What follows belongs to an exercise in optimizing a design on an open flow for small area; a production flow would make more cautious choices.
Where RTL was checked, it was by simulation tests only, not by an equivalence proof against the original.
The flow treats the clock pin as an ideal source. Dropping or thinning the clock tree relies on that and would not hold on a real chip.
Power and IR drop assume default switching activity.

Setup of old:
Design axis_jtag_v1_0, start of the top module:
module axis_jtag_v1_0 #
(
   parameter integer C_S_AXIS_DATA_WIDTH   = 64,
   parameter integer C_S_AXIS_DATA_LENGTH  = 32,
   parameter integer C_TCK_CLOCK_RATIO     = 4
)
(
   input  wire                                  channel,
   input  wire                                  s_axis_aclk,
   input  wire                                  s_axis_aresetn,
   input  wire [C_S_AXIS_DATA_WIDTH-1 : 0]      s_axis_tdata,
   input  wire                                  s_axis_tvalid,
   output wire                                  s_axis_tready,
   input  wire [7 : 0]                          s_axis_tkeep,
   input  wire                                  s_axis_tlast,
   output wire                                  TCK_0,
   output wire                                  TMS_0,
   output wire                                  TDI_0,
   input  wire                                  TDO_0,
   output wire                                  TCK_1,
   output wire                                  TMS_1,
   output wire                                  TDI_1,
   input  wire                                  TDO_1
);
Settings: LEC_CHECK=0, CAP_MARGIN=20, CORE_MARGIN=2, CORE_UTILIZATION=35, SLEW_MARGIN=20; clock period 10.0 ns.
standard.sh (not shown) runs the stock make flow with config.mk's settings and CLKGATE_MAP_FILE= SYNTH_SCRIPT=/design/flow/synth_recipe.tcl, a recipe that flattens the netlist after the stock synthesis.
==> flow/flow/run.sh <==
#!/bin/bash
# Layout flow: the standard ORFS flow (standard.sh) with three changes:
#  - synthesis maps the logic with an area-oriented ABC script (abc.script);
#    the registers are the standard synthesis's (ABC does not touch them);
#  - port buffers are the smallest buffer, sky130_fd_sc_hd__buf_1;
#  - clock tree synthesis without dummy loads.
# Each tool's output goes to the ORFS logs; make's output to standard.log.
set -euo pipefail
here=$(pwd)
cp flow/abc.script "$here/abc_area_opt.script"
cat > "$here/synth_opt.tcl" <<TCL
proc abc {args} {
  set i [lsearch -exact \$args -script]
  if { \$i >= 0 } { lset args [expr { \$i + 1 }] $here/abc_area_opt.script }
  yosys abc {*}\$args
}
source $here/synth_recipe.tcl
TCL
sed "s#SYNTH_SCRIPT=[^ ]*#SYNTH_SCRIPT=$here/synth_opt.tcl#" standard.sh > standard_opt.sh
export BUFFER_PORTS_ARGS="-buffer_cell sky130_fd_sc_hd__buf_1"
export CTS_ARGS="-sink_clustering_enable -repair_clock_nets -dont_use_dummy_load -buf_list sky130_fd_sc_hd__clkbuf_16 -sink_clustering_size 80 -sink_clustering_max_diameter 500"
bash standard_opt.sh > standard.log 2>&1
==> flow/flow/abc.script <==
&get -n
&st
&dch
&nf -R 1000 -p -F 8 -A 8 -a
&put
Changes in new relative to old:
-- flow/flow/run.sh --
<<< old, line 21
export CTS_ARGS="-sink_clustering_enable -repair_clock_nets -dont_use_dummy_load -buf_list sky130_fd_sc_hd__clkbuf_16 -sink_clustering_size 80 -sink_clustering_max_diameter 500"
>>> new, line 21
export CTS_ARGS="-sink_clustering_enable -repair_clock_nets -dont_use_dummy_load -buf_list sky130_fd_sc_hd__clkbuf_4"
## What came out
Largest vdd supply drop shrinks by more than 10% when moving from old to new. On arrival time at the worst endpoint, the lower figure sits with old, not new. Diff old -> new: power of the combinational group now sits at about the same level, via count moved up, minimum hold slack roughly the same. Total power: new below old. Changes observed in new relative to old: sequential group share of total power now sits higher; sequential share of layout area rose by 3.1 points; met3 routed wirelength increased by 14% relative to the old numbers. The lower share of power burned in combinational logic came out of old.
Function was not checked in any run of this note: the RTL went through the layout flow alone.

---

## build 47
axis_jtag_v1_0, a different RTL version from the one above (not shown whole).
Size: roughly 150 cells after synthesis, about 72 flip-flops, about 86 I/O pins.
Settings: LEC_CHECK=0, CAP_MARGIN=0, CORE_MARGIN=2, CORE_UTILIZATION=60, SLEW_MARGIN=0; clock period 10.0 ns.
==> flow/flow/run.sh <==
#!/bin/bash
# Layout flow: the standard ORFS flow (standard.sh) with three changes:
#  - synthesis maps the logic with an area-oriented ABC script (abc.script);
#    the registers are the standard synthesis's (ABC does not touch them);
#  - port buffers are the smallest buffer, sky130_fd_sc_hd__buf_1;
#  - a one-level clock tree of 4 buffers (flow/manual_cts.tcl) in place of
#    clock_tree_synthesis.
# Each tool's output goes to the ORFS logs; make's output to standard.log.
set -euo pipefail
here=$(pwd)
cp flow/abc.script "$here/abc_area_opt.script"
cat > "$here/synth_opt.tcl" <<TCL
proc abc {args} {
  set i [lsearch -exact \$args -script]
  if { \$i >= 0 } { lset args [expr { \$i + 1 }] $here/abc_area_opt.script }
  yosys abc {*}\$args
}
source $here/synth_recipe.tcl
TCL
sed "s#SYNTH_SCRIPT=[^ ]*#SYNTH_SCRIPT=$here/synth_opt.tcl#" standard.sh > standard_opt.sh
export BUFFER_PORTS_ARGS="-buffer_cell sky130_fd_sc_hd__buf_1"
export PRE_CTS_TCL="$here/flow/manual_cts.tcl"
export CTS_ARGS="-sink_clustering_enable -repair_clock_nets -dont_use_dummy_load -buf_list sky130_fd_sc_hd__clkbuf_4"
bash standard_opt.sh > standard.log 2>&1
==> flow/flow/manual_cts.tcl <==
# Sourced by ORFS's cts.tcl before clock tree synthesis (PRE_CTS_TCL).
# Replaces clock_tree_synthesis with a one-level tree: the flip-flops are
# split into 4 clusters by their placement (k-means) and each cluster gets one
# clock buffer, placed at its centre and driven by the clock port. The rest of
# cts.tcl (legalisation, timing repair) runs as usual.
proc clock_tree_synthesis { args } {
  set K 4
  set buf sky130_fd_sc_hd__clkbuf_8
  set block [ord::get_db_block]
  set net [$block findNet s_axis_aclk]
  set pts {}
  foreach it [$net getITerms] {
    set i [$it getInst]
    set bb [$i getBBox]
    lappend pts [list [expr { ([$bb xMin] + [$bb xMax]) / 2000.0 }] \
      [expr { ([$bb yMin] + [$bb yMax]) / 2000.0 }] \
      [$i getName] [[$it getMTerm] getName]]
  }
  set n [llength $pts]
  puts "manual_cts: $n clock sinks, $K clusters of $buf"
  set srt [lsort -real -index 0 $pts]
  set cs {}
  for { set k 0 } { $k < $K } { incr k } {
    set p [lindex $srt [expr { int(($k + 0.5) * $n / $K) }]]
    lappend cs [list [lindex $p 0] [lindex $p 1]]
  }
  for { set it 0 } { $it < 50 } { incr it } {
    set asg {}
    foreach p $pts {
      set best 0
      set bd 1e18
      for { set k 0 } { $k < $K } { incr k } {
        set c [lindex $cs $k]
        set d [expr { pow([lindex $p 0] - [lindex $c 0], 2) + pow([lindex $p 1] - [lindex $c 1], 2) }]
        if { $d < $bd } {
          set bd $d
          set best $k
        }
      }
      lappend asg $best
    }
    set ncs {}
    for { set k 0 } { $k < $K } { incr k } {
      set sx 0
      set sy 0
      set m 0
      foreach p $pts a $asg {
        if { $a == $k } {
          set sx [expr { $sx + [lindex $p 0] }]
          set sy [expr { $sy + [lindex $p 1] }]
          incr m
        }
      }
      if { $m > 0 } {
        lappend ncs [list [expr { $sx / $m }] [expr { $sy / $m }]]
      } else {
        lappend ncs [lindex $cs $k]
      }
    }
    set cs $ncs
  }
  for { set k 0 } { $k < $K } { incr k } {
    set pins {}
    foreach p $pts a $asg {
      if { $a == $k } {
        lappend pins [get_pins "[lindex $p 2]/[lindex $p 3]"]
      }
    }
    if { [llength $pins] == 0 } {
      continue
    }
    puts "manual_cts: cluster $k, [llength $pins] sinks at [lindex $cs $k]"
    insert_buffer -buffer_cell $buf -net s_axis_aclk -load_pins $pins \
      -location [lindex $cs $k] -buffer_name clkbuf_leaf_$k \
      -net_name clknet_leaf_$k
  }
  set_propagated_clock [all_clocks]
}
Other scripts of this flow, unchanged in this note and not shown: flow/flow/abc.script
For build 18, these inputs were changed with respect to build 47:
diff --git a/flow/flow/manual_cts.tcl b/flow/flow/manual_cts.tcl
--- a/flow/flow/manual_cts.tcl
+++ b/flow/flow/manual_cts.tcl
@@ -6,5 +6,5 @@
 proc clock_tree_synthesis { args } {
   set K 4
-  set buf sky130_fd_sc_hd__clkbuf_8
+  set buf sky130_fd_sc_hd__buf_6
   set block [ord::get_db_block]
   set net [$block findNet s_axis_aclk]
## What came out
NOTE: global-route wire length before repair in build 18 falls short of that of build 47
Of build 47 and build 18, the run reporting the higher mean number of vias per cell was build 47.
Comparing build 47 with build 18, the final setup slack of the worst path came out essentially unchanged.
Per the comparison of build 18 with build 47, utilization down 0.32 points, final cell area excluding filler cells down 10 µm², power after layout down about 0.7%, part of the cycle the worst path needs flat.
For build 23, these inputs were changed with respect to build 18:
diff --git a/flow/flow/run.sh b/flow/flow/run.sh
--- a/flow/flow/run.sh
+++ b/flow/flow/run.sh
@@ -4,5 +4,5 @@
 #    the registers are the standard synthesis's (ABC does not touch them);
 #  - port buffers are the smallest buffer, sky130_fd_sc_hd__buf_1;
-#  - a one-level clock tree of 4 buffers (flow/manual_cts.tcl) in place of
+#  - a one-level clock tree of 4 buffers (buf_6, flow/manual_cts.tcl) in place of
 #    clock_tree_synthesis.
 # Each tool's output goes to the ORFS logs; make's output to standard.log.
[summary]
Build 18 → build 23: share of total power in the clock network level; total power level; synthesized-area fraction occupied by adder cells level. Build 18 and build 23 ended up with nearly the same count of vias placed by the detailed router. Area occupied by registers came out exactly the same in build 18 and build 23.
No run of this note takes its clock network from TritonCTS; it comes from the design's own scripts or RTL.

[port drivers added, routing unchanged]
Ports are ideal in the flow. The routed layouts listed here were re-timed in OpenROAD.
Step 1, drivers: a clkbuf_16 drives s_axis_aclk and a buf_2 each remaining input, both assumed.
Step 2, shift: input delay + t, output delay - t, t = (earliest + latest rising clock arrival at the registers) / 2. This alone moves slack from input paths to output paths.
Slacks: ideal ports / drivers / drivers and shift; pairs: ideal ports / drivers.
run | t (ns) | slack for setup (ns) | worst data-port slew with drivers (ns)
old | 0.348 | 5.411 / 5.379 / 5.393 | 0.04
new | 0.431 | 5.361 / 5.333 / 5.405 | 0.05
build 47 | 0.211 | 5.402 / 5.377 / 5.377 | 0.06
build 18 | 0.188 | 5.402 / 5.377 / 5.377 | 0.06
build 23 | 0.188 | 5.402 / 5.377 / 5.377 | 0.06
After both steps setup and hold are still met in every run listed.
